Source: an optimization exercise on an open RTL-to-GDS flow (aim: small area and a short achievable clock period). Production flows keep margins and buffers that such runs may drop. Where RTL was checked, it was by simulation tests only, not by an equivalence proof against the original. Only the layout flow was run in run 1; the RTL was not checked for function there. No driver is modelled on the clock port, so clocking that relies on it looks cheaper here than on a real chip. Power is estimated from default activity; no workload was simulated.

**flow/flow/run.sh**
```bash
#!/bin/bash
set -euo pipefail
KNOBS="SETUP_SLACK_MARGIN=9.6 MATCH_CELL_FOOTPRINT=0 POST_CTS_TCL=$PWD/flow/post_cts.tcl"
bash standard.sh $KNOBS synth floorplan place > log_1_place.log 2>&1
RES=orfs/results/sky130hd/array_top/base \
LIB=$FLOW_HOME/platforms/sky130hd/lib/sky130_fd_sc_hd__tt_025C_1v80.lib \
  openroad -no_init -exit flow/port_buffers.tcl > log_2_port_buffers.log 2>&1
bash standard.sh $KNOBS finish > log_3_finish.log 2>&1
```
**flow/standard.sh**
```bash
#!/bin/bash
# synth_recipe.tcl (not shown) runs the flow's synth.tcl, then flattens the netlist and writes it again
# the make line also repeats each setting of config.mk as NAME=value (left out here)
make -C /OpenROAD-flow-scripts/flow DESIGN_CONFIG=/design/flow/config.mk WORK_HOME=/design/flow/orfs CLKGATE_MAP_FILE= SYNTH_SCRIPT=/design/flow/synth_recipe.tcl "${@:-finish}"
```
**flow/constraint.sdc**
```tcl
create_clock -name core_clock -period 14.0 [get_ports {clk}]
set_input_delay 2.8000 -clock core_clock [delete_from_list [all_inputs] [get_ports {clk}]]
set_output_delay 2.8000 -clock core_clock [all_outputs]
set_load 0.01 [all_outputs]
```
**flow/config.mk**
```make
export PLATFORM = sky130hd
export DESIGN_NAME = array_top
export DESIGN_NICKNAME = array_top
export VERILOG_FILES = /design/flow/design.v
export SDC_FILE = /design/flow/constraint.sdc
export NUM_CORES = 8
export LEC_CHECK = 0
export ABC_AREA = 1
export CAP_MARGIN = 20
export CORE_MARGIN = 2
export CORE_UTILIZATION = 40
export CTS_CLUSTER_DIAMETER = 100
export CTS_CLUSTER_SIZE = 25
export SETUP_SLACK_MARGIN = 0.2
export SLEW_MARGIN = 20
```
**flow/flow/port_buffers.tcl**
```tcl
# Swap the port buffers of the placed design (delay cells on this platform)
# for plain buffers: buf_1 where the port only feeds one flip-flop's D pin,
# else buf_4; then legalize.
read_db $::env(RES)/3_place.odb
read_liberty $::env(LIB)
set n 0
foreach inst [[ord::get_db_block] getInsts] {
  set name [$inst getName]
  if {![regexp {^(input|output)[0-9]+$} $name]} continue
  set cell sky130_fd_sc_hd__buf_4
  if {[string match input* $name]} {
    set out [$inst findITerm X]
    set loads {}
    foreach it [[$out getNet] getITerms] {
      if {[$it isInputSignal]} { lappend loads $it }
    }
    if {[llength $loads] == 1} {
      set l [lindex $loads 0]
      if {[$l getMTerm] ne "" && [[$l getMTerm] getName] eq "D"} {
        set cell sky130_fd_sc_hd__buf_1
      }
    }
  }
  if {[[$inst getMaster] getName] ne $cell} {
    replace_cell $name $cell
    incr n
  }
}
puts "port buffers replaced: $n"
detailed_placement
check_placement -verbose
write_db $::env(RES)/3_place.odb
```
**flow/design.v**
```verilog
module array_top #(parameter ARRAY_SIZE=4, parameter LOG_ARRAY_SIZE=2) (
    input clk,
    input [(ARRAY_SIZE*ARRAY_SIZE*32)-1:0] weights,
    input [(ARRAY_SIZE*8)-1:0] inputs,
    input [3:0] in_width,
    input [3:0] weight_width,
    input s_in,
    input s_weight,
    output reg [(ARRAY_SIZE*(10+LOG_ARRAY_SIZE)*4)-1:0] psum
    );
    localparam COL_WIDTH = 10+LOG_ARRAY_SIZE;
    localparam MW = 94;     
    wire a8 = in_width[3];
    wire a4 = ~in_width[3] & in_width[2];
    wire w8 = weight_width[3];
    wire w4 = ~weight_width[3] & weight_width[2];
    reg [(ARRAY_SIZE*ARRAY_SIZE*32)-1:0] weight_reg;
    reg [ARRAY_SIZE*MW-1:0] mult_reg;
    reg [ARRAY_SIZE*12-1:0] sgn_reg;
    reg [ARRAY_SIZE-1:0] w8_d, w4_d, s_in_d, s_weight_d;
    reg w8_reg, w4_reg, s_in_reg, s_weight_reg;
    wire [ARRAY_SIZE*MW-1:0] mult;
    genvar r, c;
    generate
        for (r = 0; r < ARRAY_SIZE; r = r + 1) begin: prep
            row_prep rp (
                .x(inputs[r*8 +: 8]), .a8(a8), .a4(a4), .s_in(s_in),
                .v0(mult[r*MW +: 33]), .v1(mult[r*MW+33 +: 21]),
                .c2(mult[r*MW+54 +: 20]), .c3(mult[r*MW+74 +: 20])
            );
        end
    endgenerate
    wire [2:0] sgn = {s_weight, s_weight & ~w8, s_weight & ~w8 & ~w4};
    wire [(ARRAY_SIZE*COL_WIDTH*4)-1:0] tsum;    
    systolic_array #(.ARRAY_SIZE(ARRAY_SIZE), .COL_WIDTH(COL_WIDTH)) sa0(
        .clk(clk),
        .weights(weight_reg),
        .mult(mult_reg),
        .sgn(sgn_reg),
        .tsums(tsum)
    );
    wire [(ARRAY_SIZE*COL_WIDTH*4)-1:0] psum_next;
    generate
        for (c = 0; c < ARRAY_SIZE; c = c + 1) begin: cols
            column_fuse #(.COL_WIDTH(COL_WIDTH)) cf (
                .t(~tsum[c*COL_WIDTH*4 +: COL_WIDTH*4]),
                .w8(w8_d[c]),
                .w4(w4_d[c]),
                .s_in(s_in_d[c]),
                .s_weight(s_weight_d[c]),
                .psum(psum_next[c*COL_WIDTH*4 +: COL_WIDTH*4])
            );
        end
    endgenerate
    always @(posedge clk) begin
        weight_reg <= weights;
        mult_reg <= mult;
        sgn_reg <= {sgn_reg[(ARRAY_SIZE-1)*12-1:0],
                    sgn & {3{~a8 & ~a4}}, sgn & {3{~a8 & ~a4}}, sgn & {3{~a8}}, sgn};
        w8_reg <= w8;
        w4_reg <= w4;
        s_in_reg <= s_in;
        s_weight_reg <= s_weight;
        w8_d <= {w8_d[ARRAY_SIZE-2:0], w8_reg};
        w4_d <= {w4_d[ARRAY_SIZE-2:0], w4_reg};
        s_in_d <= {s_in_d[ARRAY_SIZE-2:0], s_in_reg};
        s_weight_d <= {s_weight_d[ARRAY_SIZE-2:0], s_weight_reg};
        psum <= psum_next;
    end
endmodule
module column_fuse #(parameter COL_WIDTH=12) (
    input [(COL_WIDTH*4)-1:0] t,
    input w8,
    input w4,
    input s_in,
    input s_weight,
    output [(COL_WIDTH*4)-1:0] psum
    );
    wire e0 = s_in;
    wire e1 = s_in | (s_weight & ~w8);
    wire e2 = s_in;
    wire e3 = s_in | s_weight;
    wire [COL_WIDTH-1:0] t0 = t[0*COL_WIDTH +: COL_WIDTH];
    wire [COL_WIDTH-1:0] t1 = t[1*COL_WIDTH +: COL_WIDTH];
    wire [COL_WIDTH-1:0] t2 = t[2*COL_WIDTH +: COL_WIDTH];
    wire [COL_WIDTH-1:0] t3 = t[3*COL_WIDTH +: COL_WIDTH];
    wire [15:0] x0 = {{4{e0 & t0[COL_WIDTH-1]}}, t0};
    wire [15:0] x1 = {{4{e1 & t1[COL_WIDTH-1]}}, t1};
    wire [15:0] x2 = {{4{e2 & t2[COL_WIDTH-1]}}, t2};
    wire [15:0] x3 = {{4{e3 & t3[COL_WIDTH-1]}}, t3};
    wire [15:0] l0 = x0 + {x1[13:0], 2'b00};
    wire [15:0] l1 = x2 + {x3[13:0], 2'b00};
    wire [19:0] r  = {{4{l0[15]}}, l0} + {l1, 4'b0000};
    assign psum = w8 ? {{28{r[19]}}, r} :
                  w4 ? {{8{l1[15]}}, l1, {8{l0[15]}}, l0} :
                  t;
endmodule
module systolic_array #(parameter ARRAY_SIZE=4, parameter COL_WIDTH=12)
    (
        input clk,
        input [ARRAY_SIZE*ARRAY_SIZE*32-1:0] weights,
        input [ARRAY_SIZE*94-1:0] mult,      
        input [ARRAY_SIZE*12-1:0] sgn,    
        output [ARRAY_SIZE*COL_WIDTH*4-1:0] tsums
    );
    localparam [COL_WIDTH-1:0] TN_INIT = -1 - 4*1104;
    wire [ARRAY_SIZE*COL_WIDTH*4-1:0] s_fwd [0:ARRAY_SIZE];
    wire [ARRAY_SIZE*8-1:0] c_fwd [0:ARRAY_SIZE];
    assign s_fwd[0] = {(ARRAY_SIZE*4){TN_INIT}};
    assign c_fwd[0] = {(ARRAY_SIZE*8){1'b0}};
    assign tsums = s_fwd[ARRAY_SIZE];
    genvar i, j, g;
    generate
        for (i = 0; i < ARRAY_SIZE; i = i + 1) begin: rows
            wire [11*3-1:0] m1_0, m2_0, m3_0;
            wire [7*3-1:0]  m1_1, m2_1, m3_1;
            wire [4*3-1:0]  m1_2, m2_2, m3_2;
            wire [4*3-1:0]  m1_3, m2_3, m3_3;
            for (g = 0; g < 3; g = g + 1) begin: groups
                sign_lookup #(.W(11)) s0 (.f(mult[i*94 +: 11]), .f3(mult[i*94+11 +: 11]), .fn(mult[i*94+22 +: 11]),
                    .sgn(sgn[i*12+0*3+g]), .m1(m1_0[g*11 +: 11]), .m2(m2_0[g*11 +: 11]), .m3(m3_0[g*11 +: 11]));
                sign_lookup #(.W(7))  s1 (.f(mult[i*94+33 +: 7]), .f3(mult[i*94+40 +: 7]), .fn(mult[i*94+47 +: 7]),
                    .sgn(sgn[i*12+1*3+g]), .m1(m1_1[g*7 +: 7]), .m2(m2_1[g*7 +: 7]), .m3(m3_1[g*7 +: 7]));
                sign_lookup_small s2 (.c(mult[i*94+54 +: 20]),
                    .sgn(sgn[i*12+2*3+g]), .m1(m1_2[g*4 +: 4]), .m2(m2_2[g*4 +: 4]), .m3(m3_2[g*4 +: 4]));
                sign_lookup_small s3 (.c(mult[i*94+74 +: 20]),
                    .sgn(sgn[i*12+3*3+g]), .m1(m1_3[g*4 +: 4]), .m2(m2_3[g*4 +: 4]), .m3(m3_3[g*4 +: 4]));
            end
            wire [11*4-1:0] q1_0 = {m1_0[22 +: 11], m1_0[0 +: 11], m1_0[11 +: 11], m1_0[0 +: 11]};
            wire [11*4-1:0] q2_0 = {m2_0[22 +: 11], m2_0[0 +: 11], m2_0[11 +: 11], m2_0[0 +: 11]};
            wire [11*4-1:0] q3_0 = {m3_0[22 +: 11], m3_0[0 +: 11], m3_0[11 +: 11], m3_0[0 +: 11]};
            wire [7*4-1:0]  q1_1 = {m1_1[14 +: 7], m1_1[0 +: 7], m1_1[7 +: 7], m1_1[0 +: 7]};
            wire [7*4-1:0]  q2_1 = {m2_1[14 +: 7], m2_1[0 +: 7], m2_1[7 +: 7], m2_1[0 +: 7]};
            wire [7*4-1:0]  q3_1 = {m3_1[14 +: 7], m3_1[0 +: 7], m3_1[7 +: 7], m3_1[0 +: 7]};
            wire [4*4-1:0]  q1_2 = {m1_2[8 +: 4], m1_2[0 +: 4], m1_2[4 +: 4], m1_2[0 +: 4]};
            wire [4*4-1:0]  q2_2 = {m2_2[8 +: 4], m2_2[0 +: 4], m2_2[4 +: 4], m2_2[0 +: 4]};
            wire [4*4-1:0]  q3_2 = {m3_2[8 +: 4], m3_2[0 +: 4], m3_2[4 +: 4], m3_2[0 +: 4]};
            wire [4*4-1:0]  q1_3 = {m1_3[8 +: 4], m1_3[0 +: 4], m1_3[4 +: 4], m1_3[0 +: 4]};
            wire [4*4-1:0]  q2_3 = {m2_3[8 +: 4], m2_3[0 +: 4], m2_3[4 +: 4], m2_3[0 +: 4]};
            wire [4*4-1:0]  q3_3 = {m3_3[8 +: 4], m3_3[0 +: 4], m3_3[4 +: 4], m3_3[0 +: 4]};
            for (j = 0; j < ARRAY_SIZE; j = j + 1) begin: columns
                wire [COL_WIDTH*4-1:0] s_out;
                wire [7:0] c_out;
                fusion_unit #(.COL_WIDTH(COL_WIDTH), .LAST(i == ARRAY_SIZE-1)) fu (
                    .weight(weights[(i*ARRAY_SIZE+j)*32 +: 32]),
                    .sn_in(s_fwd[i][j*COL_WIDTH*4 +: COL_WIDTH*4]),
                    .cn_in(c_fwd[i][j*8 +: 8]),
                    .m1_0(q1_0), .m2_0(q2_0), .m3_0(q3_0),
                    .m1_1(q1_1), .m2_1(q2_1), .m3_1(q3_1),
                    .m1_2(q1_2), .m2_2(q2_2), .m3_2(q3_2),
                    .m1_3(q1_3), .m2_3(q2_3), .m3_3(q3_3),
                    .sn_out(s_out),
                    .cn_out(c_out)
                );
                reg [COL_WIDTH*4-1:0] t_reg;
                always @(posedge clk) t_reg <= s_out;
                assign s_fwd[i+1][j*COL_WIDTH*4 +: COL_WIDTH*4] = t_reg;
                if (i < ARRAY_SIZE-1) begin: carries
                    reg [7:0] c_reg;
                    always @(posedge clk) c_reg <= c_out;
                    assign c_fwd[i+1][j*8 +: 8] = c_reg;
                end else begin: no_carries
                    assign c_fwd[i+1][j*8 +: 8] = 8'd0;
                end
            end
        end
    endgenerate
endmodule
module fusion_unit #(parameter COL_WIDTH=12, parameter LAST=0) (
    input [31:0] weight,
    input [COL_WIDTH*4-1:0] sn_in,
    input [7:0] cn_in,
    input [11*4-1:0] m1_0, m2_0, m3_0,
    input [7*4-1:0]  m1_1, m2_1, m3_1,
    input [4*4-1:0]  m1_2, m2_2, m3_2,
    input [4*4-1:0]  m1_3, m2_3, m3_3,
    output [COL_WIDTH*4-1:0] sn_out,
    output [7:0] cn_out
    );
    genvar q;
    generate
        for (q = 0; q < 4; q = q + 1) begin: digits
            if (LAST) begin: last
                fusion_subunit_last #(.COL_WIDTH(COL_WIDTH)) fs (
                    .d0(weight[0*8 + 2*q +: 2]),
                    .d1(weight[1*8 + 2*q +: 2]),
                    .d2(weight[2*8 + 2*q +: 2]),
                    .d3(weight[3*8 + 2*q +: 2]),
                    .m1_0(m1_0[q*11 +: 11]), .m2_0(m2_0[q*11 +: 11]), .m3_0(m3_0[q*11 +: 11]),
                    .m1_1(m1_1[q*7 +: 7]),   .m2_1(m2_1[q*7 +: 7]),   .m3_1(m3_1[q*7 +: 7]),
                    .m1_2(m1_2[q*4 +: 4]),   .m2_2(m2_2[q*4 +: 4]),   .m3_2(m3_2[q*4 +: 4]),
                    .m1_3(m1_3[q*4 +: 4]),   .m2_3(m2_3[q*4 +: 4]),   .m3_3(m3_3[q*4 +: 4]),
                    .sn_in(sn_in[q*COL_WIDTH +: COL_WIDTH]),
                    .cn_in(cn_in[q*2 +: 2]),
                    .sn_out(sn_out[q*COL_WIDTH +: COL_WIDTH])
                );
                assign cn_out[q*2 +: 2] = 2'b00;
            end else begin: mid
                fusion_subunit #(.COL_WIDTH(COL_WIDTH)) fs (
                    .d0(weight[0*8 + 2*q +: 2]),
                    .d1(weight[1*8 + 2*q +: 2]),
                    .d2(weight[2*8 + 2*q +: 2]),
                    .d3(weight[3*8 + 2*q +: 2]),
                    .m1_0(m1_0[q*11 +: 11]), .m2_0(m2_0[q*11 +: 11]), .m3_0(m3_0[q*11 +: 11]),
                    .m1_1(m1_1[q*7 +: 7]),   .m2_1(m2_1[q*7 +: 7]),   .m3_1(m3_1[q*7 +: 7]),
                    .m1_2(m1_2[q*4 +: 4]),   .m2_2(m2_2[q*4 +: 4]),   .m3_2(m3_2[q*4 +: 4]),
                    .m1_3(m1_3[q*4 +: 4]),   .m2_3(m2_3[q*4 +: 4]),   .m3_3(m3_3[q*4 +: 4]),
                    .sn_in(sn_in[q*COL_WIDTH +: COL_WIDTH]),
                    .cn_in(cn_in[q*2 +: 2]),
                    .sn_out(sn_out[q*COL_WIDTH +: COL_WIDTH]),
                    .cn_out(cn_out[q*2 +: 2])
                );
            end
        end
    endgenerate
endmodule
module fusion_subunit #(parameter COL_WIDTH=12) (
    input [1:0] d0, d1, d2, d3,
    input [10:0] m1_0, m2_0, m3_0,
    input [6:0]  m1_1, m2_1, m3_1,
    input [3:0]  m1_2, m2_2, m3_2,
    input [3:0]  m1_3, m2_3, m3_3,
    input [COL_WIDTH-1:0] sn_in,
    input [1:0] cn_in,
    output [COL_WIDTH-1:0] sn_out,
    output [1:0] cn_out
    );
    wire [10:0] pn0;
    wire [6:0]  pn1;
    wire [3:0]  pn2, pn3;
    bitbrick #(.W(11), .ZERO(11'd1024)) bb0 (.d(d0), .m1(m1_0), .m2(m2_0), .m3(m3_0), .pn(pn0));
    bitbrick #(.W(7), .ZERO(7'd64))  bb1 (.d(d1), .m1(m1_1), .m2(m2_1), .m3(m3_1), .pn(pn1));
    bitbrick #(.W(4), .ZERO(4'd6))   bb2 (.d(d2), .m1(m1_2), .m2(m2_2), .m3(m3_2), .pn(pn2));
    bitbrick #(.W(4), .ZERO(4'd6))   bb3 (.d(d3), .m1(m1_3), .m2(m2_3), .m3(m3_3), .pn(pn3));
    wire n1, n2;
    assign n1 = sn_in[0] ^ pn0[0];
    assign n2 = sn_in[0] & pn0[0];
    wire n3, n4;
    assign n3 = sn_in[1] ^ pn0[1] ^ pn1[1];
    assign n4 = (sn_in[1] & pn0[1]) | (sn_in[1] & pn1[1]) | (pn0[1] & pn1[1]);
    wire n5, n6;
    assign n5 = sn_in[2] ^ pn0[2] ^ pn1[2];
    assign n6 = (sn_in[2] & pn0[2]) | (sn_in[2] & pn1[2]) | (pn0[2] & pn1[2]);
    wire n7, n8;
    assign n7 = sn_in[3] ^ pn0[3] ^ pn1[3];
    assign n8 = (sn_in[3] & pn0[3]) | (sn_in[3] & pn1[3]) | (pn0[3] & pn1[3]);
    wire n9, n10;
    assign n9 = sn_in[4] ^ cn_in[0];
    assign n10 = sn_in[4] & cn_in[0];
    wire n11, n12;
    assign n11 = pn1[0] ^ pn2[0];
    assign n12 = pn1[0] & pn2[0];
    wire n13, n14;
    assign n13 = pn2[1] ^ pn3[1] ^ n2;
    assign n14 = (pn2[1] & pn3[1]) | (pn2[1] & n2) | (pn3[1] & n2);
    wire n15, n16;
    assign n15 = pn2[2] ^ pn3[2] ^ n4;
    assign n16 = (pn2[2] & pn3[2]) | (pn2[2] & n4) | (pn3[2] & n4);
    wire n17, n18;
    assign n17 = pn2[3] ^ pn3[3] ^ n6;
    assign n18 = (pn2[3] & pn3[3]) | (pn2[3] & n6) | (pn3[3] & n6);
    wire n19, n20;
    assign n19 = n9 ^ pn0[4] ^ pn1[4];
    assign n20 = (n9 & pn0[4]) | (n9 & pn1[4]) | (pn0[4] & pn1[4]);
    wire n21, n22;
    assign n21 = sn_in[5] ^ n10 ^ pn0[5];
    assign n22 = (sn_in[5] & n10) | (sn_in[5] & pn0[5]) | (n10 & pn0[5]);
    wire n23, n24;
    assign n23 = sn_in[6] ^ pn0[6];
    assign n24 = sn_in[6] & pn0[6];
    wire n25, n26;
    assign n25 = pn3[0] ^ n11;
    assign n26 = pn3[0] & n11;
    wire n27, n28;
    assign n27 = n12 ^ n3 ^ n13;
    assign n28 = (n12 & n3) | (n12 & n13) | (n3 & n13);
    wire n29, n30;
    assign n29 = n5 ^ n14 ^ n15;
    assign n30 = (n5 & n14) | (n5 & n15) | (n14 & n15);
    wire n31, n32;
    assign n31 = n7 ^ n16 ^ n17;
    assign n32 = (n7 & n16) | (n7 & n17) | (n16 & n17);
    wire n33, n34;
    assign n33 = n8 ^ n19 ^ n18;
    assign n34 = (n8 & n19) | (n8 & n18) | (n19 & n18);
    wire n35, n36;
    assign n35 = pn1[5] ^ n20 ^ n21;
    assign n36 = (pn1[5] & n20) | (pn1[5] & n21) | (n20 & n21);
    wire n37, n38;
    assign n37 = pn1[6] ^ n23 ^ n22;
    assign n38 = (pn1[6] & n23) | (pn1[6] & n22) | (n23 & n22);
    wire n39, n40;
    assign n39 = sn_in[7] ^ pn0[7] ^ n24;
    assign n40 = (sn_in[7] & pn0[7]) | (sn_in[7] & n24) | (pn0[7] & n24);
    wire n41, n42;
    assign n41 = sn_in[8] ^ cn_in[1] ^ pn0[8];
    assign n42 = (sn_in[8] & cn_in[1]) | (sn_in[8] & pn0[8]) | (cn_in[1] & pn0[8]);
    wire n43, n44;
    assign n43 = sn_in[9] ^ pn0[9];
    assign n44 = sn_in[9] & pn0[9];
    wire n45, n46;
    assign n45 = sn_in[10] ^ pn0[10];
    assign n46 = sn_in[10] & pn0[10];
    wire [11:0] ra = {n46, n44, n42, n40, n38, n36, n34, n32, n30, n28, n26, n25};
    wire [11:0] rb = {sn_in[11], n45, n43, n41, n39, n37, n35, n33, n31, n29, n27, n1};
    wire [11:0] cy;
    assign cy[0] = 1'b0;
    assign cy[4] = 1'b0;
    assign cy[8] = 1'b0;
    assign sn_out[0] = ra[0] ^ rb[0] ^ cy[0];
    assign cy[1] = (ra[0] & rb[0]) | (ra[0] & cy[0]) | (rb[0] & cy[0]);
    assign sn_out[1] = ra[1] ^ rb[1] ^ cy[1];
    assign cy[2] = (ra[1] & rb[1]) | (ra[1] & cy[1]) | (rb[1] & cy[1]);
    assign sn_out[2] = ra[2] ^ rb[2] ^ cy[2];
    assign cy[3] = (ra[2] & rb[2]) | (ra[2] & cy[2]) | (rb[2] & cy[2]);
    assign sn_out[3] = ra[3] ^ rb[3] ^ cy[3];
    assign cn_out[0] = (ra[3] & rb[3]) | (ra[3] & cy[3]) | (rb[3] & cy[3]);
    assign sn_out[4] = ra[4] ^ rb[4] ^ cy[4];
    assign cy[5] = (ra[4] & rb[4]) | (ra[4] & cy[4]) | (rb[4] & cy[4]);
    assign sn_out[5] = ra[5] ^ rb[5] ^ cy[5];
    assign cy[6] = (ra[5] & rb[5]) | (ra[5] & cy[5]) | (rb[5] & cy[5]);
    assign sn_out[6] = ra[6] ^ rb[6] ^ cy[6];
    assign cy[7] = (ra[6] & rb[6]) | (ra[6] & cy[6]) | (rb[6] & cy[6]);
    assign sn_out[7] = ra[7] ^ rb[7] ^ cy[7];
    assign cn_out[1] = (ra[7] & rb[7]) | (ra[7] & cy[7]) | (rb[7] & cy[7]);
    assign sn_out[8] = ra[8] ^ rb[8] ^ cy[8];
    assign cy[9] = (ra[8] & rb[8]) | (ra[8] & cy[8]) | (rb[8] & cy[8]);
    assign sn_out[9] = ra[9] ^ rb[9] ^ cy[9];
    assign cy[10] = (ra[9] & rb[9]) | (ra[9] & cy[9]) | (rb[9] & cy[9]);
    assign sn_out[10] = ra[10] ^ rb[10] ^ cy[10];
    assign cy[11] = (ra[10] & rb[10]) | (ra[10] & cy[10]) | (rb[10] & cy[10]);
    assign sn_out[11] = ra[11] ^ rb[11] ^ cy[11];
endmodule
module fusion_subunit_last #(parameter COL_WIDTH=12) (
    input [1:0] d0, d1, d2, d3,
    input [10:0] m1_0, m2_0, m3_0,
    input [6:0]  m1_1, m2_1, m3_1,
    input [3:0]  m1_2, m2_2, m3_2,
    input [3:0]  m1_3, m2_3, m3_3,
    input [COL_WIDTH-1:0] sn_in,
    input [1:0] cn_in,
    output [COL_WIDTH-1:0] sn_out
    );
    wire [10:0] pn0;
    wire [6:0]  pn1;
    wire [3:0]  pn2, pn3;
    bitbrick #(.W(11), .ZERO(11'd1024)) bb0 (.d(d0), .m1(m1_0), .m2(m2_0), .m3(m3_0), .pn(pn0));
    bitbrick #(.W(7), .ZERO(7'd64))  bb1 (.d(d1), .m1(m1_1), .m2(m2_1), .m3(m3_1), .pn(pn1));
    bitbrick #(.W(4), .ZERO(4'd6))   bb2 (.d(d2), .m1(m1_2), .m2(m2_2), .m3(m3_2), .pn(pn2));
    bitbrick #(.W(4), .ZERO(4'd6))   bb3 (.d(d3), .m1(m1_3), .m2(m2_3), .m3(m3_3), .pn(pn3));
    wire n1, n2;
    assign n1 = sn_in[0] ^ pn0[0];
    assign n2 = sn_in[0] & pn0[0];
    wire n3, n4;
    assign n3 = sn_in[1] ^ pn0[1] ^ pn1[1];
    assign n4 = (sn_in[1] & pn0[1]) | (sn_in[1] & pn1[1]) | (pn0[1] & pn1[1]);
    wire n5, n6;
    assign n5 = sn_in[2] ^ pn0[2] ^ pn1[2];
    assign n6 = (sn_in[2] & pn0[2]) | (sn_in[2] & pn1[2]) | (pn0[2] & pn1[2]);
    wire n7, n8;
    assign n7 = sn_in[3] ^ pn0[3] ^ pn1[3];
    assign n8 = (sn_in[3] & pn0[3]) | (sn_in[3] & pn1[3]) | (pn0[3] & pn1[3]);
    wire n9, n10;
    assign n9 = sn_in[4] ^ cn_in[0];
    assign n10 = sn_in[4] & cn_in[0];
    wire n11, n12;
    assign n11 = pn1[0] ^ pn2[0];
    assign n12 = pn1[0] & pn2[0];
    wire n13, n14;
    assign n13 = pn2[1] ^ pn3[1] ^ n2;
    assign n14 = (pn2[1] & pn3[1]) | (pn2[1] & n2) | (pn3[1] & n2);
    wire n15, n16;
    assign n15 = pn2[2] ^ pn3[2] ^ n4;
    assign n16 = (pn2[2] & pn3[2]) | (pn2[2] & n4) | (pn3[2] & n4);
    wire n17, n18;
    assign n17 = pn2[3] ^ pn3[3] ^ n6;
    assign n18 = (pn2[3] & pn3[3]) | (pn2[3] & n6) | (pn3[3] & n6);
    wire n19, n20;
    assign n19 = n9 ^ pn0[4] ^ pn1[4];
    assign n20 = (n9 & pn0[4]) | (n9 & pn1[4]) | (pn0[4] & pn1[4]);
    wire n21, n22;
    assign n21 = sn_in[5] ^ n10 ^ pn0[5];
    assign n22 = (sn_in[5] & n10) | (sn_in[5] & pn0[5]) | (n10 & pn0[5]);
    wire n23, n24;
    assign n23 = sn_in[6] ^ pn0[6];
    assign n24 = sn_in[6] & pn0[6];
    wire n25, n26;
    assign n25 = pn3[0] ^ n11;
    assign n26 = pn3[0] & n11;
    wire n27, n28;
    assign n27 = n12 ^ n3 ^ n13;
    assign n28 = (n12 & n3) | (n12 & n13) | (n3 & n13);
    wire n29, n30;
    assign n29 = n5 ^ n14 ^ n15;
    assign n30 = (n5 & n14) | (n5 & n15) | (n14 & n15);
    wire n31, n32;
    assign n31 = n7 ^ n16 ^ n17;
    assign n32 = (n7 & n16) | (n7 & n17) | (n16 & n17);
    wire n33, n34;
    assign n33 = n8 ^ n19 ^ n18;
    assign n34 = (n8 & n19) | (n8 & n18) | (n19 & n18);
    wire n35, n36;
    assign n35 = pn1[5] ^ n20 ^ n21;
    assign n36 = (pn1[5] & n20) | (pn1[5] & n21) | (n20 & n21);
    wire n37, n38;
    assign n37 = pn1[6] ^ n23 ^ n22;
    assign n38 = (pn1[6] & n23) | (pn1[6] & n22) | (n23 & n22);
    wire n39, n40;
    assign n39 = sn_in[7] ^ pn0[7] ^ n24;
    assign n40 = (sn_in[7] & pn0[7]) | (sn_in[7] & n24) | (pn0[7] & n24);
    wire n41, n42;
    assign n41 = sn_in[8] ^ cn_in[1] ^ pn0[8];
    assign n42 = (sn_in[8] & cn_in[1]) | (sn_in[8] & pn0[8]) | (cn_in[1] & pn0[8]);
    wire n43, n44;
    assign n43 = sn_in[9] ^ pn0[9];
    assign n44 = sn_in[9] & pn0[9];
    wire n45, n46;
    assign n45 = sn_in[10] ^ pn0[10];
    assign n46 = sn_in[10] & pn0[10];
    wire [11:0] ra = {n46, n44, n42, n40, n38, n36, n34, n32, n30, n28, n26, n25};
    wire [11:0] rb = {sn_in[11], n45, n43, n41, n39, n37, n35, n33, n31, n29, n27, n1};
    assign sn_out = ra + rb;
endmodule
module bitbrick #(parameter W=11, parameter [W-1:0] ZERO={1'b1, {(W-1){1'b0}}}) (
    input [1:0] d,
    input [W-1:0] m1,
    input [W-1:0] m2,
    input [W-1:0] m3,
    output [W-1:0] pn
    );
    wire s0 = ~d[1] & ~d[0];
    wire s1 = ~d[1] & d[0];
    wire s2 = d[1] & ~d[0];
    wire s3 = d[1] & d[0];
    assign pn = ~(({W{s1}} & m1) | ({W{s2}} & m2) | ({W{s3}} & m3) | ({W{s0}} & ZERO));
endmodule
module row_prep (
    input [7:0] x,
    input a8,
    input a4,
    input s_in,
    output [32:0] v0,     
    output [20:0] v1,     
    output [19:0] c2,     
    output [19:0] c3      
    );
    wire a2 = ~a8 & ~a4;
    wire [10:0] x8  = {{3{s_in & x[7]}}, x};
    wire [10:0] x4l = {{7{s_in & x[3]}}, x[3:0]};
    wire [10:0] x2a = {{9{s_in & x[1]}}, x[1:0]};
    wire [6:0]  x4h = {{3{s_in & x[7]}}, x[7:4]};
    wire [6:0]  x2b = {{5{s_in & x[3]}}, x[3:2]};
    wire [10:0] t8  = x8 + {x8[9:0], 1'b0};
    wire [10:0] t4l = x4l + {x4l[9:0], 1'b0};
    wire [10:0] t2a = x2a + {x2a[9:0], 1'b0};
    wire [6:0]  t4h = x4h + {x4h[5:0], 1'b0};
    wire [6:0]  t2b = x2b + {x2b[5:0], 1'b0};
    wire [10:0] n8  = -x8;
    wire [10:0] n4l = -x4l;
    wire [10:0] n2a = -x2a;
    wire [6:0]  n4h = -x4h;
    wire [6:0]  n2b = -x2b;
    assign v0 = {({11{a8}} & n8) | ({11{a4}} & n4l) | ({11{a2}} & n2a),
                 ({11{a8}} & t8) | ({11{a4}} & t4l) | ({11{a2}} & t2a),
                 ({11{a8}} & x8) | ({11{a4}} & x4l) | ({11{a2}} & x2a)};
    assign v1 = {({7{a4}} & n4h) | ({7{a2}} & n2b),
                 ({7{a4}} & t4h) | ({7{a2}} & t2b),
                 ({7{a4}} & x4h) | ({7{a2}} & x2b)};
    small_codes sc2 (.f(x[5:4]), .s(s_in), .en(a2), .c(c2));
    small_codes sc3 (.f(x[7:6]), .s(s_in), .en(a2), .c(c3));
endmodule
module small_codes (
    input [1:0] f,
    input s,
    input en,
    output [19:0] c
    );
    wire signed [4:0] v = en ? {{3{s & f[1]}}, f} : 5'sd0;
    wire [4:0] k1 = v + 5'd6;
    wire [4:0] k2 = (v <<< 1) + 5'd6;
    wire [4:0] k2n = 5'd6 - (v <<< 1);
    wire [4:0] k3 = v + (v <<< 1) + 5'd6;
    wire [4:0] k3n = 5'd6 - v;
    assign c = {k3n[3:0], k3[3:0], k2n[3:0], k2[3:0], k1[3:0]};
endmodule
module sign_lookup #(parameter W=11) (
    input [W-1:0] f,
    input [W-1:0] f3,
    input [W-1:0] fn,
    input sgn,
    output [W-1:0] m1,
    output [W-1:0] m2,
    output [W-1:0] m3
    );
    localparam [W-1:0] TOP = {1'b1, {(W-1){1'b0}}};
    assign m1 = f ^ TOP;
    assign m2 = (sgn ? {fn[W-2:0], 1'b0} : {f[W-2:0], 1'b0}) ^ TOP;
    assign m3 = (sgn ? fn : f3) ^ TOP;
endmodule
module sign_lookup_small (
    input [19:0] c,
    input sgn,
    output [3:0] m1,
    output [3:0] m2,
    output [3:0] m3
    );
    assign m1 = c[3:0];
    assign m2 = sgn ? c[11:8] : c[7:4];
    assign m3 = sgn ? c[19:16] : c[15:12];
endmodule
```
**flow/flow/post_cts.tcl**
```tcl
# Hook run by ORFS at the end of CTS (POST_CTS_TCL): one more round of the
# flow's own timing repair, then legalize.
log_cmd estimate_parasitics -placement
repair_timing_helper
detailed_placement
check_placement -verbose
```
==> results.txt, run 1 <==
* Area contributors post-synth: dfxtp_1, fa_1, ha_1
* Top FF cell, synth: dfxtp_1
* Clock transition at path regs at 0.11 ns
* R2R setup slack at 9.52 ns
* WP data required at 14.84 ns
* Hold wc startpoint: sa0.rows[3].columns[1].t_reg[0]$_DFF_P_
* Slowest cell on the critical path: fa_2
* RD Place Congestion at 1.055
* CTS Sinks at 1880
* Post-synth EDFFs at 0
* Largest net degree at the start of global routing at 50
* Core ar. at 0.3297 mm2
* Initial Util at 40.09%
* Cell row count at 211
* Fin util at 45.08%
* Status: timing/DRC/antenna clean
* GRT Util Overall at 35.72%
* Sequential area share after synthesis at 28.47%
* Crit start category: flop
* Die extent in y at 578.9 um
* Worst vdd ir at 0.1981 mV
* Tmin final at 4.476 ns
* Nets at 19860
* Crit path buffers/inverters at 6
* Final setup TNS at 0 ns
* Yosys top cell by area: dfxtp_1
* Clk Latency, worst-skew pair at 0.97 ns
* R2R depth at 14
* Die footprint at 0.3351 mm2
* MaxCap Viol Count at 0
* Crit Path Max Fanout at 15
* P_sw at 22430 uW
* Power Dens Cells at 285.4 mW/mm2
* RSZ-0062 raised after global routing: yes
* Fill cells at 33150
* Flop pwr share at 21.6%
* Initial antenna violation count at 70
* CTS tree: done
* Post-Route Skew at 0.07985 ns
* Max reg flops at 768
* DR vias at 115800
* Clock share of power at 9.4%
* Min-delay worst type: reg2reg
* Mean Syn Cell Area at 8.206 um2
* RR Startpoint: mult_reg[192]$_DFF_P_
* Post-DP HPWL at 526100 um
* Fin cells at 21500
* Final worst-path cycle share at 31.97%
* Syn Nets at 19030
* Min-Delay Endpoint: psum[48]$_DFF_P_
* Avg Vias per Cell at 5.385
* Area share of the largest cell type after synthesis at 28.47%
* Count of cell types in the netlist at 55
* Ratio of cells with drive above 1 in the final layout at 6.981%
* Worst Hold Margin at 0.3307 ns
* Cell Int Power at 20000 uW
* Crit Path Category: reg2reg
* Hold path depth at 1
* ANT nets after route at 0
* Most frequent cell after synthesis: inv_1
* First-pass GRT wire length at 836900 um
* Final WL at 612800 um
* Reg-to-Reg End: sa0.rows[2].columns[1].t_reg[19]$_DFF_P_
* Top delay family on crit path: adder cells
* Vias in the first global route at 110500
* Worst slew pin tran at 1.242 ns
* Relative slew margins at 16.31%
* Sw frac at 52.86%
* Post-Syn Instances at 16110
* Syn-to-layout area delta at 12.46%
* Maximum clock rate at 0.2234 GHz
* Final max-slew violation count at 0
* IO Pins at 747
* Mapped cell area at 0.1322 mm2
* # DRC at 0
* Cells after DPL at 21100
* Worst Path Arrival at 5.32 ns
* Logic gate share of total power at 69.1%
* CP most frequent cell: inv_1
* Asr flop ratio synth at 0%
* Yosys warns at 2
* Synthesis-stage register bit count at 1880
* Endpoints failing setup at 0
* Port bufs at 742
* Slowest cell delay on critical path at 0.81 ns
* Die Width at 578.9 um
* Detailed Route Iter0 Violations at 11910
* CP Capture Type: flop
* Routed WL per cell at 28.51 um
* Top post-synthesis cells by count: inv_1, nand2_1, dfxtp_1
* DRT Pass-1 Iters at 9
* Cell chain of the critical path: buf_4, inv_1, o22ai_1, a21oi_1, fa_1, inv_1, fa_1, inv_1, ha_1, inv_1, fa_1, inv_1, fa_1, fa_2
* GRT overflow at 0
* Hold Fails Final Rpt at 0
* Leakage at 0.07168 uW
-- power groups by stage --
stage,logic (uW),registers (uW),clock network [uW]
3_5_place_dp,27900,9210,0
5_1_grt,32100,9210,4210
2_1_floorplan,17200,8350,0
3_3_place_gp,27700,9190,0
6_report,29300,9160,3970
-- per-stage QoR --
| stage | setup WS [ns] | power [uW] | instance area, um2 |
|---|---|---|---|
| after floorplan | 9.605 | 25590 | 132200 |
| after global placement | 7.561 | 36870 | 145300 |
| after detailed placement | 7.549 | 37100 | 145300 |
| after global routing | 9.466 | 45550 | 148600 |
| final | 9.524 | 42430 | 148700 |
-- how the worst max path moves through the flow --
stage / end / slack, ns / depth (start not counted) / start
3_3_place_gp: mult_reg[69]$_DFF_P_ / 7.56 / 14 / in_width[3]
5_1_grt: sa0.rows[3].columns[2].t_reg[11]$_DFF_P_ / 9.47 / 21 / sgn_reg[36]$_DFF_P_
3_5_place_dp: mult_reg[69]$_DFF_P_ / 7.55 / 14 / in_width[3]
6_report: sa0.rows[2].columns[1].t_reg[19]$_DFF_P_ / 9.52 / 14 / mult_reg[192]$_DFF_P_
2_1_floorplan: mult_reg[183]$_DFF_P_ / 9.61 / 10 / in_width[3]
-- worst reg2reg max path, delay by kind of cell, from the launching register on --
kind / cells / cell delay (ns)
buf+inv: 6 / 1.00
fa+ha+maj: 6 / 2.59
flops: 1 / 0.32
compound gates: 2 / 0.45
-- area by class of cell --
class / instances / area, um2 / share of cell area (%)
timing repair buffer: 1013 / 5929 / 3.989
inverter: 3469 / 13090 / 8.804
tap: 4366 / 5463 / 3.675
sequential: 1880 / 37800 / 25.42
multi-input combinational: 10460 / 82140 / 55.26
clock inverter: 64 / 1007 / 0.6775
clock buffer: 120 / 2915 / 1.961
antenna: 128 / 320.3 / 0.2155
-- cell usage in the layout, fill, tap and decap left out, types with 21 or more instances in the layout --
master / netlist / layout
inv_1: 3429 / 3411
nand2_1: 2873 / 2850
dfxtp_1: 1880 / 1801
fa_1: 1316 / 1301
ha_1: 1051 / 1028
a21oi_1: 940 / 874
nor2_1: 911 / 860
nand3_1: 780 / 774
o21ai_0: 673 / 583
buf_1: 19 / 512
buf_4: 4 / 467
a221oi_1: 332 / 310
o211ai_1: 258 / 258
o22ai_1: 261 / 255
xor2_1: 257 / 244
diode_2: 0 / 128
xnor2_1: 126 / 126
o221ai_1: 121 / 120
o21ai_1: 84 / 120
clkbuf_16: 0 / 115
nor3_1: 93 / 90
nand2_2: 42 / 63
a21oi_2: 1 / 56
dfxtp_2: 0 / 55
nor2_2: 10 / 45
o21ai_2: 1 / 41
a211oi_1: 37 / 36
o31ai_1: 36 / 36
a21o_1: 25 / 25
dfxtp_4: 0 / 24
clkinv_1: 30 / 22
a31oi_1: 29 / 22
a221o_1: 22 / 22
o21bai_1: 22 / 21
a221oi_2: 0 / 21
-- logic make-up (layout without fill, tap and decap cells) --
group	after synthesis	count (layout)	synth area share (%)
buffers and inverters	3778	4666	10.79
xor gates and xnor gates	383	383	2.538
other	0	128	0
adders and majority gates	2367	2367	29.88
and+or+nand+nor	4748	4754	14.52
DFF	1880	1880	28.47
muxes	5	5	0.03786
AOI/OAI and AO/OA	2948	2948	13.77
-- routing by layer --
| metal | wire length (um) | vias to the layer above | GRT usage [%] |
|---|---|---|---|
| met5 | 85 | - | 0 |
| met3 | 44440 | 1317 | 4.713 |
| li1 | - | 53290 | - |
| met4 | 54110 | 12 | 25.91 |
| met2 | 270100 | 5653 | 56.62 |
| met1 | 244100 | 55500 | 44.83 |
==> inputs of run 2 (changes only) <==
--- a/flow/design.v
+++ b/flow/design.v
@@ -475,13 +475,13 @@
     input en,
     output [19:0] c
     );
-    wire signed [4:0] v = en ? {{3{s & f[1]}}, f} : 5'sd0;
+    wire signed [4:0] v = {{3{s & f[1]}}, f};
     wire [4:0] k1 = v + 5'd6;
     wire [4:0] k2 = (v <<< 1) + 5'd6;
     wire [4:0] k2n = 5'd6 - (v <<< 1);
     wire [4:0] k3 = v + (v <<< 1) + 5'd6;
     wire [4:0] k3n = 5'd6 - v;
-    assign c = {k3n[3:0], k3[3:0], k2n[3:0], k2[3:0], k1[3:0]};
+    assign c = en ? {k3n[3:0], k3[3:0], k2n[3:0], k2[3:0], k1[3:0]} : {5{4'd6}};
 endmodule
 module sign_lookup #(parameter W=11) (
     input [W-1:0] f,
==> flow/flow/run.sh (replaced) <==
#!/bin/bash
set -euo pipefail
KNOBS="SETUP_SLACK_MARGIN=9.6 MATCH_CELL_FOOTPRINT=0"
bash standard.sh $KNOBS synth floorplan place > log_1_place.log 2>&1
RES=orfs/results/sky130hd/array_top/base \
LIB=$FLOW_HOME/platforms/sky130hd/lib/sky130_fd_sc_hd__tt_025C_1v80.lib \
  openroad -no_init -exit flow/port_buffers.tcl > log_2_port_buffers.log 2>&1
bash standard.sh $KNOBS finish > log_3_finish.log 2>&1
--- a/flow/config.mk
+++ b/flow/config.mk
@@ -8,7 +8,7 @@
 export ABC_AREA = 1
 export CAP_MARGIN = 20
 export CORE_MARGIN = 2
-export CORE_UTILIZATION = 40
+export CORE_UTILIZATION = 50
 export CTS_CLUSTER_DIAMETER = 100
 export CTS_CLUSTER_SIZE = 25
 export SETUP_SLACK_MARGIN = 0.2
removed: flow/flow/post_cts.tcl
==> results.txt, run 2 <==
* Total power at 42350 uW
* DRT Pass-1 Iters at 6
* Relative slew margins at 5.922%
* Post-DP HPWL at 453200 um
* Leakage at 0.07071 uW
* GR Util met3 at 5.191%
* H-Tree Level Count at 3
* Endpoints failing setup at 0
* Hold Fails Final Rpt at 0
* GRT overflow at 0
* MaxCap Viol Count at 0
* Initial antenna violation count at 83
* Area share of the largest cell type after synthesis at 28.52%
* Crit Path Category: reg2reg
* Final worst-path cycle share at 32.94%
* Vias in the first global route at 107600
* Most frequent cells in the layout: inv_1, nand2_1, dfxtp_1, fa_1, ha_1
* CTS Sinks at 1874
* RD Place Congestion at 1.051
* Most frequent cell after synthesis: inv_1
* Maximum clock rate at 0.2168 GHz
* Worst Path Arrival at 5.29 ns
* Initial Util at 50.20%
* Yosys top cell by area: dfxtp_1
* DR vias at 113400
* Final max-slew violation count at 0
* Syn-to-layout area delta at 10.74%
* Top post-synthesis cells by count: inv_1, nand2_1, dfxtp_1
* Tmin final at 4.612 ns
* CTS tree: done
* Ratio of cells with drive above 1 in the final layout at 6.041%
* Yosys warns at 2
* Post-Syn Instances at 16030
* Status: timing/DRC/antenna clean
* Worst slew pin tran at 1.406 ns
* RSZ-0062 raised after global routing: yes
* Cell row count at 188
* Crit start category: flop
* CTS hold repair buffers at 0
* Port bufs at 742
* Synthesis-stage register bit count at 1874
* Crit Path Max Fanout at 15
* Clock buffer depth at 4
* Met1 Track Usage GR at 48.77%
* # DRC at 0
* Min-delay worst type: reg2reg
* Global-route met2 utilization at 60.10%
* Routed WL per cell at 25.82 um
* Die Width at 516.9 um
* Syn Nets at 18910
* First-pass GRT wire length at 742100 um
* Die extent in y at 516.9 um
* Avg Vias per Cell at 5.511
* Core ar. at 0.2620 mm2
* Sequential area share after synthesis at 28.52%
* Detailed Route Iter0 Violations at 11620
* GRT Util Overall at 38.84%
* WP data required at 14.68 ns
* Post-Route Skew at 0.05687 ns
* Final WL at 531400 um
* Mapped cell area at 0.1315 mm2
* Max reg flops at 768
* Clock transition at path regs at 0.10 ns
* Count of cell types in the netlist at 56
* Die footprint at 0.2672 mm2
* Most common cell after layout, fill and taps aside: inv_1
* Power Dens Cells at 290.7 mW/mm2
* Largest net degree at the start of global routing at 60
* Nets at 19660
* CTS Buf Count at 111
* Mean Syn Cell Area at 8.207 um2
* Worst vdd ir at 0.4045 mV
* Final setup TNS at 0 ns
* Asr flop ratio synth at 0%
* Clk Latency, worst-skew pair at 0.93 ns
* IO Pins at 747
* Post-synth EDFFs at 0
* ANT nets after route at 0
* Fill cells at 25310
* Top FF cell, synth: dfxtp_1
* CP Capture Type: flop
* Area contributors post-synth: dfxtp_1, fa_1, inv_1
* Root buffer cell: clkbuf_16
* Most crowded layer after global routing: met2
## run 2: cell types whose count changed in the layout (fill, tap and decap cells not counted), moves of 23 or more
cell      before   now
buf_4        467   422
xor2_1       244   221
diode_2      128   213
o22ai_1      255   325
ha_1        1028   997
xnor2_1      126   102
a221oi_1     310   285
o21ai_0      583   620
a21oi_1      874   986
nand2_1     2850  2750
nand3_1      774   742
## run 2: power by group
group	internal (uW)	leakage, uW	switching, uW	total (uW)
Combinational	10500	0.0532	19200	29700
Clock	1590	0.00176	2120	3710
Sequential	7530	0.0158	1380	8910
## run 2: cells by family after synthesis
family	Yosys count	share of synthesized area [%]
AO/OA/AOI/OAI	3086	14.34
XOR/XNOR	351	2.337
adder cells (fa/ha/maj)	2322	29.60
buffers and inverters	3790	10.88
flip-flops	1874	28.52
multiplexers	6	0.04566
AND/OR/NAND/NOR	4600	14.28
## run 2: critical path, cell delays in order, from the launching register on
cell      delay, ns
dfxtp_4        0.47
inv_1          0.11
buf_4          0.23
o21ai_0        0.16
inv_1          0.12
o211ai_1       0.53
fa_1           0.50
inv_1          0.07
fa_1           0.41
ha_2           0.39
nand3_1        0.09
nand2_1        0.17
xor2_1         1.10
## run 2: timing repair
item,CTS,global route
setup buffers,21,26
cloned,0,2
gates resized for setup,186,244
endpoints found under the setup margin,334,299
pin swaps,9,24
## run 2: path summary, 6_finish.rpt
kind | start | to | slack (ns) | cells after the start
worst min-delay path | s_in_reg$_DFF_P_ | s_in_d[0]$_DFF_P_ | 0.34 | 0
worst max-delay path | mult_reg[353]$_SDFF_PN1_ | sa0.rows[3].columns[0].t_reg[15]$_DFF_P_ | 9.39 | 12
worst min register to register | s_in_reg$_DFF_P_ | s_in_d[0]$_DFF_P_ | 0.34 | 0
worst max register to register | mult_reg[353]$_SDFF_PN1_ | sa0.rows[3].columns[0].t_reg[15]$_DFF_P_ | 9.39 | 12
## run 2: final cells by class
class	count	area (um2)	share of cell area [%]
Multi-Input combinational cell	10370	80920	55.55
Sequential cell	1874	37620	25.83
Inverter	3481	13150	9.029
Timing Repair Buffer	952	5400	3.707
Tap cell	3515	4398	3.019
Clock buffer	121	2877	1.975
Clock inverter	57	767.0	0.5265
Antenna cell	213	533.0	0.3659
## run 2: layer usage
| layer | routed length, um | up-vias |
|---|---|---|
| met5 | 50 | - |
| met4 | 50710 | 8 |
| met3 | 40030 | 1475 |
| met2 | 232500 | 5789 |
| met1 | 208100 | 53100 |
| li1 | - | 53050 |
## run 2: metrics by stage
step	utilization (%)	worst slack [ns]	hold slack, ns	cells	area [um2]
global route	55.57	9.351	0.3401	20560	145600
finish	55.59	9.388	0.3366	20580	145700
detailed placement	54.71	7.972	0.3135	20140	143400
CTS	54.97	9.500	0.3356	20340	144000
floorplan	-	9.777	0.3096	16030	131500
global placement	54.70	7.964	0.3097	20140	143300
==> inputs of run 3 (changes only) <==
--- a/flow/flow/run.sh
+++ b/flow/flow/run.sh
@@ -1,6 +1,6 @@
 #!/bin/bash
 set -euo pipefail
-KNOBS="SETUP_SLACK_MARGIN=9.6 MATCH_CELL_FOOTPRINT=0"
+KNOBS="SETUP_SLACK_MARGIN=10.0 MATCH_CELL_FOOTPRINT=0"
 bash standard.sh $KNOBS synth floorplan place > log_1_place.log 2>&1
 RES=orfs/results/sky130hd/array_top/base \
 LIB=$FLOW_HOME/platforms/sky130hd/lib/sky130_fd_sc_hd__tt_025C_1v80.lib \
==> results.txt, run 3 <==
* Slowest cell on the critical path: dfxtp_2
* Initial Util at 50.20%
* DRT Pass-1 Iters at 7
* Crit start category: flop
* Final max-slew violation count at 0
* Asr flop ratio synth at 0%
* Mapped cell area at 0.1315 mm2
* Hold Fails Final Rpt at 0
* Initial antenna violation count at 89
* Largest net degree at the start of global routing at 63
* H-Tree Level Count at 3
* Cell chain of the critical path: buf_6
* CP Capture Type: output port
* Most common cell after layout, fill and taps aside: inv_1
* Yosys warns at 2
* Nets at 19860
* Clock transition at path regs at 0.09 ns
* Most frequent cell after synthesis: inv_1
* Post-Syn Instances at 16030
* Port bufs at 742
* IO Pins at 747
* Die extent in y at 516.9 um
* Fin util at 58.33%
* Crit path buffers/inverters at 1
* R2R setup slack at 9.88 ns
* Area contributors post-synth: dfxtp_1, fa_1, inv_1
* DR vias at 115900
* Endpoints failing setup at 0
* Top FF cell, synth: dfxtp_1
* Avg Vias per Cell at 5.582
* Syn Nets at 18910
* Die footprint at 0.2672 mm2
* Area share of the largest cell type after synthesis at 28.52%
* Count of cell types in the netlist at 56
* GRT overflow at 0
* Cell row count at 188
* Most frequent cells in the layout: inv_1, nand2_1, dfxtp_1, fa_1, ha_1
* CTS Buf Count at 111
* Max reg flops at 768
* Synthesis-stage register bit count at 1874
* GRT Util Overall at 39.39%
* Leakage at 0.07257 uW
* Min-delay worst type: reg2reg
* RD Place Congestion at 1.065
* First-pass GRT wire length at 753600 um
* Power Dens Cells at 297.1 mW/mm2
* Tmin final at 4.198 ns
* Post-Route Skew at 0.07207 ns
* Final worst-path cycle share at 29.99%
* Fill cells at 24280
* Crit Path Max Fanout at 1
* Worst Path Arrival at 1.40 ns
* Maximum clock rate at 0.2382 GHz
* Status: timing/DRC/antenna clean
* Syn-to-layout area delta at 16.20%
* Slowest cell delay on critical path at 0.36 ns
* Crit Path Category: reg2out
* Post-DP HPWL at 454900 um
* Fin cells at 20760
* Worst vdd ir at 0.4959 mV
* Clock buffer depth at 4
* ANT nets after route at 0
* Ratio of cells with drive above 1 in the final layout at 12.72%
* Post-synth EDFFs at 0
* Mean Syn Cell Area at 8.207 um2
* Worst slew pin tran at 1.309 ns
* CTS Sinks at 1874
* Vias in the first global route at 109200
* CTS tree: done
* Final WL at 543000 um
* Die Width at 516.9 um
* Relative slew margins at 12.41%
* Yosys top cell by area: dfxtp_1
* MaxCap Viol Count at 0
* # DRC at 0
* Top post-synthesis cells by count: inv_1, nand2_1, dfxtp_1
* Sequential area share after synthesis at 28.52%
* Final setup TNS at 0 ns
* Clk Latency, worst-skew pair at 0.94 ns
* Detailed Route Iter0 Violations at 11830
* Core ar. at 0.2620 mm2
* Cells after DPL at 20150
* RSZ-0062 raised after global routing: yes
* Routed WL per cell at 26.16 um
* WP data required at 11.20 ns
* Root buffer cell: clkbuf_16
* Top delay family on crit path: flip-flops
run 3: cell counts after synthesis:
Identical to the previous run, type by type.
run 3: worst paths after layout:
path	from	endpoint	cells past startpoint
min	s_in_reg$_DFF_P_	s_in_d[0]$_DFF_P_	0
max	psum[145]$_DFF_P_	psum[145]	1
min reg2reg	s_in_reg$_DFF_P_	s_in_d[0]$_DFF_P_	0
max reg2reg	sgn_reg[36]$_DFF_P_	sa0.rows[3].columns[3].t_reg[35]$_DFF_P_	18
run 3: cell type report:
cell class                      instances  area (um2)  area share [%]
Clock buffer                          122        2890           1.891
Antenna cell                          196       490.5          0.3209
Tap cell                             3515        4398           2.877
Clock inverter                         53       789.5          0.5165
Sequential cell                      1874       38100           24.93
Multi-Input combinational cell      10380       84790           55.47
Inverter                             3481       13260           8.674
Timing Repair Buffer                 1142        8143           5.327
run 3: metal layers:
metal	vias to the layer above	part of all wire [%]	global-route usage (%)
li1	53470	-	-
met1	54620	39	49.64
met2	6146	44	61.34
met3	1629	7.5	4.851
met4	10	9.6	31.08
met5	-	0.012	0
run 3: repair_timing:
action | CTS | global route
hold buffers | 0 | 0
buffers inserted | 92 | 130
hold endpoints to repair | 0 | 0
gates cloned | 3 | 9
pin swaps | 64 | 197
setup endpoints to repair | 850 | 565
gates resized for setup | 1038 | 837
run 3: kinds of logic after synthesis:
group / Yosys count / synth area share (%)
simple gates: 4600 / 14.28
mux: 6 / 0.04566
xor+xnor: 351 / 2.337
buf+inv: 3790 / 10.88
flops: 1874 / 28.52
fa+ha+maj: 2322 / 29.60
compound gates: 3086 / 14.34
run 3: metrics by stage:
stage / hold WS [ns] / setup slack, ns / instance area (um2) / total power, uW
2_1_floorplan: 0.3096 / 9.868 / 131900 / 25370
3_3_place_gp: 0.3106 / 8.068 / 143800 / 36970
3_5_place_dp: 0.3154 / 8.085 / 143800 / 37240
4_1_cts: 0.3378 / 9.740 / 148100 / 42440
5_1_grt: 0.3451 / 9.784 / 152800 / 48330
6_report: 0.3382 / 9.802 / 152900 / 45420
run 3: report_power, final:
part	total [uW]	switching (uW)	internal [uW]
Sequential	9040	1450	7590
Clock	3740	2120	1610
Combinational	32600	20500	12200
Total	45400	24000	21400
run 3: worst reg2reg max path: cells and delay by family (launching register included):
kind | cells | cell delay [ns]
buffers and inverters | 5 | 0.64
XOR/XNOR | 1 | 0.31
AND/OR/NAND/NOR | 4 | 0.47
AO/OA/AOI/OAI | 5 | 0.80
flip-flops | 1 | 0.41
adder cells (fa/ha/maj) | 3 | 1.35

==> separate check: timing with driven ports <==
The results above use ideal ports. As a check the final layouts listed here were re-extracted and re-timed, cells and wires unchanged.
Step 1: set_driving_cell puts a clkbuf_16 on clk and a buf_2 on each other input, an assumption about the parent block.
Step 2, shift: input delay + t, output delay - t, t = (earliest + latest rising clock arrival at the registers) / 2. This alone moves slack from input paths to output paths.
Slacks: no drivers / after step 1 / after step 2; pairs: no drivers / after step 1.
run	shift t [ns]	slack for setup (ns)	latest minus earliest clock arrival (ns)	cell pins on the clock port's net
run 1	1.045	9.524 / 9.524 / 8.669	0.083 / 0.082	1
run 2	1.018	9.388 / 9.388 / 8.612	0.060 / 0.060	1
run 3	1.021	9.802 / 9.683 / 9.013	0.079 / 0.078	1
After both steps setup and hold are still met in every run listed. The setup slack of run 1, which loses most, moves by 0.000 ns with the drivers and by -0.855 ns with both steps.
